Context: an optimization exercise on an open-source flow, tuned for small area. The choices shown serve that exercise and are no tape-out recipe.
Only simulation tests tie the RTL to the original design; equivalence was not proved.
The clock port is modelled as an ideal driver; clocking choices that lean on that would not hold on a real chip.
Power and IR drop assume default switching activity.

## run 1
## meanfilter
module meanfilter #(
    parameter           DATA_WITH    =  24,
    parameter    [7:0]  MEAN_Level   =  7
)
(
    input       wire                        clk,
    input       wire                        rst,
    input       wire                        en,
    input       wire                        iValid,
    input       wire [DATA_WITH-1:0]        iData,
    output      wire [DATA_WITH + MEAN_Level -1:0] oData,
    output      wire                        oReady
);
==> flow/config.mk <==
export PLATFORM = sky130hd
export DESIGN_NAME = meanfilter
export DESIGN_NICKNAME = meanfilter
export VERILOG_FILES = /design/flow/design.v
export SDC_FILE = /design/flow/constraint.sdc
export NUM_CORES = 4
export LEC_CHECK = 0
export ABC_AREA = 1
export CAP_MARGIN = 0
export CORE_MARGIN = 2
export CORE_UTILIZATION = 40
export GPL_TIMING_DRIVEN = 0
export SLEW_MARGIN = 0
==> flow/constraint.sdc <==
create_clock -name core_clock -period 5.0 [get_ports {clk}]
set_input_delay 1.0000 -clock core_clock [delete_from_list [all_inputs] [get_ports {clk}]]
set_output_delay 1.0000 -clock core_clock [all_outputs]
set_load 0.01 [all_outputs]
standard.sh (not shown) runs the stock make flow with config.mk's settings and CLKGATE_MAP_FILE= SYNTH_SCRIPT=/design/flow/synth_recipe.tcl, a recipe that flattens the netlist after the stock synthesis.
==> flow/flow/run.sh <==
#!/bin/bash
set -e
export BUFFER_PORTS_ARGS="-buffer_cell sky130_fd_sc_hd__buf_1"
bash standard.sh > standard.log 2>&1
Relative to run 1, the following input files were edited for run 2:
Settings: GPL_TIMING_DRIVEN no longer set, was 0.
[summary]
Compared with run 1, in run 2 sequential fraction of design power went up 4.1 points; fraction of met1 tracks used by global routing went down 0.29 points. Net switching component of the power down 3.3% in run 2 wrt run 1. Going from run 1 to run 2, footprint of the multi-input gates shrank by a few percent. Final routed wirelength across all metal layers: run 2 better than run 1. Run 2: wire length of the first global-routing pass is about 0.66% lower than what run 1 reported. Relative to run 1, the DRC marker count from the first detailed-route iteration measured on run 2 has decreased by a little under 10%. Measured against each other, run 2 and run 1 differ in arrival time of data at the critical path endpoint, the lower figure coming from run 2.
Input changes introduced in run 3 (baseline for comparison: run 2):
Settings: an added CTS_CLUSTER_SIZE of 50; an added CTS_CLUSTER_DIAMETER of 200; an added CTS_BUF_LIST of sky130_fd_sc_hd__clkbuf_8.
==> flow/flow/run.sh <==
#!/bin/bash
set -euo pipefail
rm -rf scripts_local
cp -r "$FLOW_HOME/scripts" scripts_local
cp flow/abc_area.script scripts_local/abc_area.script
export SCRIPTS_DIR="$PWD/scripts_local"
export BUFFER_PORTS_ARGS="-buffer_cell sky130_fd_sc_hd__buf_1"
bash standard.sh > standard.log 2>&1
==> flow/flow/abc_area.script (new file) <==
strash
dch -f
map -a
### Flow results
- Run 3 ends up with lower global-route wire length before repair than run 2 does.
- Run 3 — global-route usage 1.7 points lower, run 2 as reference
- Run 3 against run 2: depth of the worst register-to-register path -3; summed area of non-filler cells in the final layout shows a reduction of about 1.6%; total detailed-routing wirelength went down about 9%.
- Relative slew slack: run 3 vs run 2 down 2.9 points
- In run 3, proportion of total power due to net switching is lower than in run 2.
- Met1 wire length: run 3 vs run 2 down about 9%
- Run comparison: run 2 most common library cell in the layout ignoring fill and taps sky130_fd_sc_hd__nand2_1; run 3 most common library cell in the layout ignoring fill and taps sky130_fd_sc_hd__buf_1
- Run 3 ended with less post-DP HPWL than run 2.
- [run 3 vs run 2] layout buffer count excluding clock buffers: higher in run 3
- Between run 2 and run 3, the difference in insertion delay of the later-clocked pin in the worst-skew pair is negligible.
Modified inputs, run 4 compared to run 3
Settings: CTS_BUF_LIST removed (was sky130_fd_sc_hd__clkbuf_8); CTS_CLUSTER_DIAMETER removed (was 200); CTS_CLUSTER_SIZE removed (was 50).
==> results.txt <==
Between run 4 and run 3, the difference in worst setup margin is negligible.
Run 4 vs. run 3: maximum frequency shows no meaningful change, sequential cell count essentially unchanged.
Total power delta (run 3 -> run 4): insignificant
Relative to run 3, the static leakage power measured on run 4 has decreased slightly.
Delta (run 4 minus run 3): effective utilization at floorplan comparable; switching share of power barely changed.

meanfilter, a different RTL version from the one above (not shown whole).
For scale: about 200 cells after synthesis, ~45 flip-flops, roughly 60 I/O pins, ~0.0022 sq mm of cells after synthesis.
export LEC_CHECK = 0
export ABC_AREA = 1
export CAP_MARGIN = 0
export CORE_MARGIN = 2
export CORE_UTILIZATION = 72
export SLEW_MARGIN = 0
create_clock -name core_clock -period 5.0 [get_ports {clk}]
==> flow/flow/run.sh <==
#!/bin/bash
set -euo pipefail
rm -rf scripts_local
cp -r "$FLOW_HOME/scripts" scripts_local
cp flow/abc_area.script scripts_local/abc_area.script
export SCRIPTS_DIR="$PWD/scripts_local"
export BUFFER_PORTS_ARGS="-buffer_cell sky130_fd_sc_hd__buf_1"
export PRE_CTS_TCL="$PWD/flow/manual_cts.tcl"
export CTS_ARGS="-clk_nets clk -dont_use_dummy_load"
export MCTS_N=3 MCTS_CELL=sky130_fd_sc_hd__clkbuf_8 MCTS_ROOT=sky130_fd_sc_hd__clkbuf_1
RES="$PWD/orfs/results/sky130hd/meanfilter/base"
bash standard.sh "$RES/1_2_yosys.v" > synth.log 2>&1
python3 flow/fa_pins.py "$RES/1_2_yosys.v" > fa_pins.log 2>&1
# the platform's don't-use cells, plus the larger plain buffers, so that repair
# buffers high-fanout nets with buf_1/buf_2
DONT_USE="sky130_fd_sc_hd__probe_p_8 sky130_fd_sc_hd__probec_p_8 sky130_fd_sc_hd__lpflow_bleeder_1 sky130_fd_sc_hd__lpflow_clkbufkapwr_1 sky130_fd_sc_hd__lpflow_clkbufkapwr_16 sky130_fd_sc_hd__lpflow_clkbufkapwr_2 sky130_fd_sc_hd__lpflow_clkbufkapwr_4 sky130_fd_sc_hd__lpflow_clkbufkapwr_8 sky130_fd_sc_hd__lpflow_clkinvkapwr_1 sky130_fd_sc_hd__lpflow_clkinvkapwr_16 sky130_fd_sc_hd__lpflow_clkinvkapwr_2 sky130_fd_sc_hd__lpflow_clkinvkapwr_4 sky130_fd_sc_hd__lpflow_clkinvkapwr_8 sky130_fd_sc_hd__lpflow_decapkapwr_12 sky130_fd_sc_hd__lpflow_decapkapwr_3 sky130_fd_sc_hd__lpflow_decapkapwr_4 sky130_fd_sc_hd__lpflow_decapkapwr_6 sky130_fd_sc_hd__lpflow_decapkapwr_8 sky130_fd_sc_hd__lpflow_inputiso0n_1 sky130_fd_sc_hd__lpflow_inputiso0p_1 sky130_fd_sc_hd__lpflow_inputiso1n_1 sky130_fd_sc_hd__lpflow_inputiso1p_1 sky130_fd_sc_hd__lpflow_inputisolatch_1 sky130_fd_sc_hd__lpflow_isobufsrc_1 sky130_fd_sc_hd__lpflow_isobufsrc_16 sky130_fd_sc_hd__lpflow_isobufsrc_2 sky130_fd_sc_hd__lpflow_isobufsrc_4 sky130_fd_sc_hd__lpflow_isobufsrc_8 sky130_fd_sc_hd__lpflow_isobufsrckapwr_16 sky130_fd_sc_hd__lpflow_lsbuf_lh_hl_isowell_tap_1 sky130_fd_sc_hd__lpflow_lsbuf_lh_hl_isowell_tap_2 sky130_fd_sc_hd__lpflow_lsbuf_lh_hl_isowell_tap_4 sky130_fd_sc_hd__lpflow_lsbuf_lh_isowell_4 sky130_fd_sc_hd__lpflow_lsbuf_lh_isowell_tap_1 sky130_fd_sc_hd__lpflow_lsbuf_lh_isowell_tap_2 sky130_fd_sc_hd__lpflow_lsbuf_lh_isowell_tap_4 sky130_fd_sc_hd__buf_4 sky130_fd_sc_hd__buf_6 sky130_fd_sc_hd__buf_8 sky130_fd_sc_hd__buf_12 sky130_fd_sc_hd__buf_16 sky130_fd_sc_hd__clkbuf_4 sky130_fd_sc_hd__clkbuf_16 sky130_fd_sc_hd__dlygate4sd1_1 sky130_fd_sc_hd__dlygate4sd2_1 sky130_fd_sc_hd__dlygate4sd3_1 sky130_fd_sc_hd__clkdlybuf4s15_1 sky130_fd_sc_hd__clkdlybuf4s15_2 sky130_fd_sc_hd__clkdlybuf4s18_1 sky130_fd_sc_hd__clkdlybuf4s18_2 sky130_fd_sc_hd__clkdlybuf4s25_1 sky130_fd_sc_hd__clkdlybuf4s25_2 sky130_fd_sc_hd__clkdlybuf4s50_1 sky130_fd_sc_hd__clkdlybuf4s50_2 sky130_fd_sc_hd__dlymetal6s2s_1 sky130_fd_sc_hd__dlymetal6s4s_1 sky130_fd_sc_hd__dlymetal6s6s_1"
bash standard.sh DONT_USE_CELLS="$DONT_USE" finish > standard.log 2>&1
Other scripts of this flow, unchanged in this note and not shown: flow/flow/abc_area.script, flow/flow/fa_pins.py, flow/flow/manual_cts.tcl
==> next run, changes <==
==> flow/flow/run.sh (replaced) <==
#!/bin/bash
set -euo pipefail
rm -rf scripts_local
cp -r "$FLOW_HOME/scripts" scripts_local
cp flow/abc_area.script scripts_local/abc_area.script
export SCRIPTS_DIR="$PWD/scripts_local"
export BUFFER_PORTS_ARGS="-buffer_cell sky130_fd_sc_hd__buf_1"
export PRE_CTS_TCL="$PWD/flow/manual_cts.tcl"
export CTS_ARGS="-clk_nets clk -dont_use_dummy_load"
export MCTS_N=3 MCTS_CELL=sky130_fd_sc_hd__clkbuf_8 MCTS_ROOT=sky130_fd_sc_hd__clkbuf_1
RES="$PWD/orfs/results/sky130hd/meanfilter/base"
bash standard.sh "$RES/1_2_yosys.v" > synth.log 2>&1
python3 flow/fa_pins.py "$RES/1_2_yosys.v" > fa_pins.log 2>&1
bash standard.sh > standard.log 2>&1
- CORE_UTILIZATION: 72 -> 80
Outcome: Now the flow stopped in global placement (3_3_place_gp) on GPL-0301. Synthesized area does not change. Synthesized cell count does not change.

The RTL this note starts from:
==> flow/design.v <==
`timescale 1ns / 1ps
module meanfilter #(
    parameter           DATA_WITH    =  24,
    parameter    [7:0]  MEAN_Level   =  7
)
(
    input       wire                        clk,
    input       wire                        rst,
    input       wire                        en,
    input       wire                        iValid,
    input       wire [DATA_WITH-1:0]        iData,
    output      wire [DATA_WITH + MEAN_Level -1:0] oData,
    output      wire                        oReady
);
reg  [4:0]  v;       
reg  [1:0]  prev;    
reg         z;       
reg  [1:0]  cn;      
reg  [30:0] rn;      
reg  [3:0]  tn;      
wire st0 = iValid & ~v[0];
wire st1 = v[0] & ~v[1];
wire st2 = v[1] & ~v[2];
wire st3 = v[2] & ~v[3];
wire st4 = v[3] & ~v[4];
wire p0  = ~(st1 | st2 | st3 | st4);
wire shift = en & (st0 | st1 | st2 | st3 | st4);
wire wrap = (prev == 2'b11 && iData[23:22] == 2'b00) ||
            (prev == 2'b00 && iData[23:22] == 2'b11);
wire g0 = z ? st1 : p0;
wire g1 = z ? st2 : st1;
wire g2 = z ? st3 : st2;
wire g3 = z ? st4 : st3;
wire [6:0] xdn = ~(({7{g0}} & iData[6:0]) | ({7{g1}} & iData[13:7]) |
                   ({7{g2}} & iData[20:14]) | ({7{g3}} & {4'b0, iData[23:21]}));
wire ga = z | p0;
wire gb = z | st4;
wire [6:0] an = {rn[6:3] | {4{ga | st4}}, rn[2:0] | {3{ga}}};
wire [6:0] bn = ~(rn[13:7] | {{4{gb | st3}}, {3{gb}}});
wire       ci = p0 | (z & st1);      
wire [1:0] cin = ci ? 2'b10 : cn;
wire [6:0] psn = an ^ bn ^ xdn;
wire [6:0] pcn = (an & bn) | (an & xdn) | (bn & xdn);
wire [7:0] rcn;
wire [6:0] dn;
assign dn[0]  = psn[0] ^ cin[0] ^ cin[1];
assign rcn[0] = (psn[0] & cin[0]) | (psn[0] & cin[1]) | (cin[0] & cin[1]);
genvar j;
generate for (j = 1; j < 7; j = j + 1) begin : g_rip
    assign dn[j]  = psn[j] ^ pcn[j-1] ^ rcn[j-1];
    assign rcn[j] = (psn[j] & pcn[j-1]) | (psn[j] & rcn[j-1]) | (pcn[j-1] & rcn[j-1]);
end endgenerate
always @(posedge clk) begin
    if (rst)
        v <= 5'd0;
    else
        v <= {v[3:0], iValid};
    prev <= iData[23:22];
    if (rst)
        z <= 1'b1;
    else if (en & st0 & wrap)
        z <= 1'b1;
    else if (en & st4)
        z <= 1'b0;
    cn <= {pcn[6], rcn[6]};
    tn <= dn[6:3];
    if (shift)
        rn <= {dn[2:0], {tn, rn[30:28]} | {7{z & st1}}, rn[27:7]};
end
assign oData  = en ? (z ? 31'd0 : ~rn) : {iData, 7'b0};
assign oReady = v[4];
endmodule
==> flow/config.mk <==
export PLATFORM = sky130hd
export DESIGN_NAME = meanfilter
export DESIGN_NICKNAME = meanfilter
export VERILOG_FILES = /design/flow/design.v
export SDC_FILE = /design/flow/constraint.sdc
export NUM_CORES = 4
export LEC_CHECK = 0
export ABC_AREA = 1
export CAP_MARGIN = 0
export CORE_MARGIN = 2
export CORE_UTILIZATION = 40
export SLEW_MARGIN = 0
==> flow/constraint.sdc <==
create_clock -name core_clock -period 5.0 [get_ports {clk}]
set_input_delay 1.0000 -clock core_clock [delete_from_list [all_inputs] [get_ports {clk}]]
set_output_delay 1.0000 -clock core_clock [all_outputs]
set_load 0.01 [all_outputs]
==> flow/flow/run.sh <==
#!/bin/bash
set -euo pipefail
rm -rf scripts_local
cp -r "$FLOW_HOME/scripts" scripts_local
cp flow/abc_area.script scripts_local/abc_area.script
export SCRIPTS_DIR="$PWD/scripts_local"
export BUFFER_PORTS_ARGS="-buffer_cell sky130_fd_sc_hd__buf_1"
RES="$PWD/orfs/results/sky130hd/meanfilter/base"
bash standard.sh "$RES/1_2_yosys.v" > synth.log 2>&1
python3 flow/fa_pins.py "$RES/1_2_yosys.v" > fa_pins.log 2>&1
bash standard.sh > standard.log 2>&1
Other scripts of this flow, unchanged in this note and not shown: flow/flow/abc_area.script, flow/flow/fa_pins.py
The baseline finished clean.
Edit:
--- a/flow/flow/run.sh
+++ b/flow/flow/run.sh
@@ -7,0 +8 @@
+export CTS_ARGS="-sink_clustering_enable -repair_clock_nets -dont_use_dummy_load -root_buf sky130_fd_sc_hd__clkbuf_8 -buf_list sky130_fd_sc_hd__clkbuf_4"
--- a/flow/config.mk
+++ b/flow/config.mk
@@ -11 +11 @@
-export CORE_UTILIZATION = 40
+export CORE_UTILIZATION = 65
Outcome: The new run went through all stages and came out clean; global-route usage rose by 8.7 points; register-to-register slack loses 0.05 ns; worst setup slack loses 0.051 ns; via count rose by a few percent.
Edit:
--- a/flow/flow/run.sh
+++ b/flow/flow/run.sh
@@ -8 +8,3 @@
-export CTS_ARGS="-sink_clustering_enable -repair_clock_nets -dont_use_dummy_load -root_buf sky130_fd_sc_hd__clkbuf_8 -buf_list sky130_fd_sc_hd__clkbuf_4"
+export PRE_CTS_TCL="$PWD/flow/manual_cts.tcl"
+export CTS_ARGS="-clk_nets clk -dont_use_dummy_load"
+export MCTS_N=3 MCTS_CELL=sky130_fd_sc_hd__clkbuf_8 MCTS_ROOT=sky130_fd_sc_hd__clkbuf_1
==> flow/flow/manual_cts.tcl (new file) <==
# Clock buffering done by hand, in place of TritonCTS's H-tree: the clock port
# drives one root buffer (MCTS_ROOT) and the root drives MCTS_N leaf buffers
# (MCTS_CELL), each driving the clock pins of one group of registers, the
# groups split by x position into equal sizes. Each buffer sits at the centroid
# of what it drives; detailed placement legalizes them afterwards.
set nbuf [expr {[info exists ::env(MCTS_N)] ? $::env(MCTS_N) : 3}]
set cell [expr {[info exists ::env(MCTS_CELL)] ? $::env(MCTS_CELL) : "sky130_fd_sc_hd__clkbuf_8"}]
set rootcell [expr {[info exists ::env(MCTS_ROOT)] ? $::env(MCTS_ROOT) : "sky130_fd_sc_hd__clkbuf_2"}]
set block [ord::get_db_block]
set clknet [$block findNet clk]
set master [[ord::get_db] findMaster $cell]
set sinks {}
foreach it [$clknet getITerms] {
  set loc [[$it getInst] getLocation]
  lappend sinks [list [lindex $loc 0] [lindex $loc 1] $it]
}
set sinks [lsort -integer -index 0 $sinks]
set n [llength $sinks]
set rootnet [odb::dbNet_create $block "clk_root"]
$rootnet setSigType CLOCK
set rx 0; set ry 0
for {set b 0} {$b < $nbuf} {incr b} {
  set lo [expr {$b * $n / $nbuf}]
  set hi [expr {($b + 1) * $n / $nbuf - 1}]
  set grp [lsort -integer -index 1 [lrange $sinks $lo $hi]]
  set net [odb::dbNet_create $block "clk_leaf_$b"]
  $net setSigType CLOCK
  set inst [odb::dbInst_create $block $master "clk_leaf_buf_$b"]
  set sx 0; set sy 0
  foreach s $grp {
    set it [lindex $s 2]
    $it disconnect
    $it connect $net
    incr sx [lindex $s 0]; incr sy [lindex $s 1]
  }
  [$inst findITerm A] connect $rootnet
  [$inst findITerm X] connect $net
  set x [expr {$sx / [llength $grp]}]; set y [expr {$sy / [llength $grp]}]
  $inst setLocation $x $y
  $inst setPlacementStatus PLACED
  incr rx $x; incr ry $y
}
set root [odb::dbInst_create $block [[ord::get_db] findMaster $rootcell] "clk_root_buf"]
[$root findITerm A] connect $clknet
[$root findITerm X] connect $rootnet
$root setLocation [expr {$rx / $nbuf}] [expr {$ry / $nbuf}]
$root setPlacementStatus PLACED
Result: The new run finished with timing, DRC and antenna clean. Fmax goes down slightly. First-iteration DRC count goes down by a few percent. Combinational power stays flat. Cell area goes down slightly. Critical path depth goes down by 2. Sequential power hardly moves.
Edit:
--- a/flow/flow/manual_cts.tcl
+++ b/flow/flow/manual_cts.tcl
@@ -17,2 +17,19 @@
-set sinks [lsort -integer -index 0 $sinks]
-set n [llength $sinks]
+# groups: split by x into MCTS_N strips, or with MCTS_QUAD=1 into four
+# quadrants (halves by x, then each half by y)
+set groups {}
+if {[info exists ::env(MCTS_QUAD)] && $::env(MCTS_QUAD)} {
+  set sinks [lsort -integer -index 0 $sinks]
+  set n [llength $sinks]
+  foreach half [list [lrange $sinks 0 [expr {$n / 2 - 1}]] [lrange $sinks [expr {$n / 2}] end]] {
+    set half [lsort -integer -index 1 $half]
+    set m [llength $half]
+    lappend groups [lrange $half 0 [expr {$m / 2 - 1}]] [lrange $half [expr {$m / 2}] end]
+  }
+} else {
+  set sinks [lsort -integer -index 0 $sinks]
+  set n [llength $sinks]
+  for {set b 0} {$b < $nbuf} {incr b} {
+    lappend groups [lrange $sinks [expr {$b * $n / $nbuf}] [expr {($b + 1) * $n / $nbuf - 1}]]
+  }
+}
+set nbuf [llength $groups]
@@ -23,3 +40 @@
-  set lo [expr {$b * $n / $nbuf}]
-  set hi [expr {($b + 1) * $n / $nbuf - 1}]
-  set grp [lsort -integer -index 1 [lrange $sinks $lo $hi]]
+  set grp [lindex $groups $b]
What happened:
- wire length is higher slightly
- area after synthesis is unchanged
- global-route usage hardly moves
- power hardly moves
- cell count is unchanged
- final area stays the same
- maximum frequency stays flat
- worst hold slack hardly moves
- worst setup slack is about the same

-- static timing again, ports no longer ideal --
The flow's constraints put no driver on any port. The routed layouts listed below were extracted and timed again, unchanged, in two steps.
Step 1 sets driving cells, clkbuf_16 on the clock port and buf_2 on the other inputs (assumed; they add their load-dependent delay and slew).
Step 2 times the ports against the registers' clock, not the clock port: input delays grow and output delays shrink by t, the midpoint of the rising clock arrivals with the driver on.
Slacks: ideal ports / drivers / drivers and shift; pairs: ideal ports / drivers.
| run | shift t [ns] | setup slack, ns | clock arrival spread, ns |
|---|---|---|---|
| run 1 | 0.325 | 0.208 / 0.211 / -0.113 | 0.007 / 0.007 |
| run 2 | 0.322 | 0.261 / 0.264 / -0.057 | 0.008 / 0.007 |
| run 3 | 0.324 | 0.196 / 0.201 / -0.123 | 0.004 / 0.004 |
| run 4 | 0.323 | 0.196 / 0.202 / -0.121 | 0.004 / 0.004 |
| the first run of note 2 | 0.492 | 0.141 / 0.141 / 0.059 | 0.022 / 0.023 |
| the first run of note 3 | 0.316 | 0.313 / 0.313 / 0.121 | 0.003 / 0.003 |
| the second run of note 3 | 0.315 | 0.262 / 0.262 / 0.121 | 0.020 / 0.020 |
| the third run of note 3 | 0.477 | 0.227 / 0.227 / 0.115 | 0.014 / 0.014 |
| the fourth run of note 3 | 0.476 | 0.229 / 0.229 / 0.118 | 0.015 / 0.015 |
Met with ideal ports but missed after step 2: setup timing in run 1, run 2, run 3 and run 4. The setup slack of run 1, which loses most, moves by +0.003 ns with the drivers and by -0.321 ns with both steps.
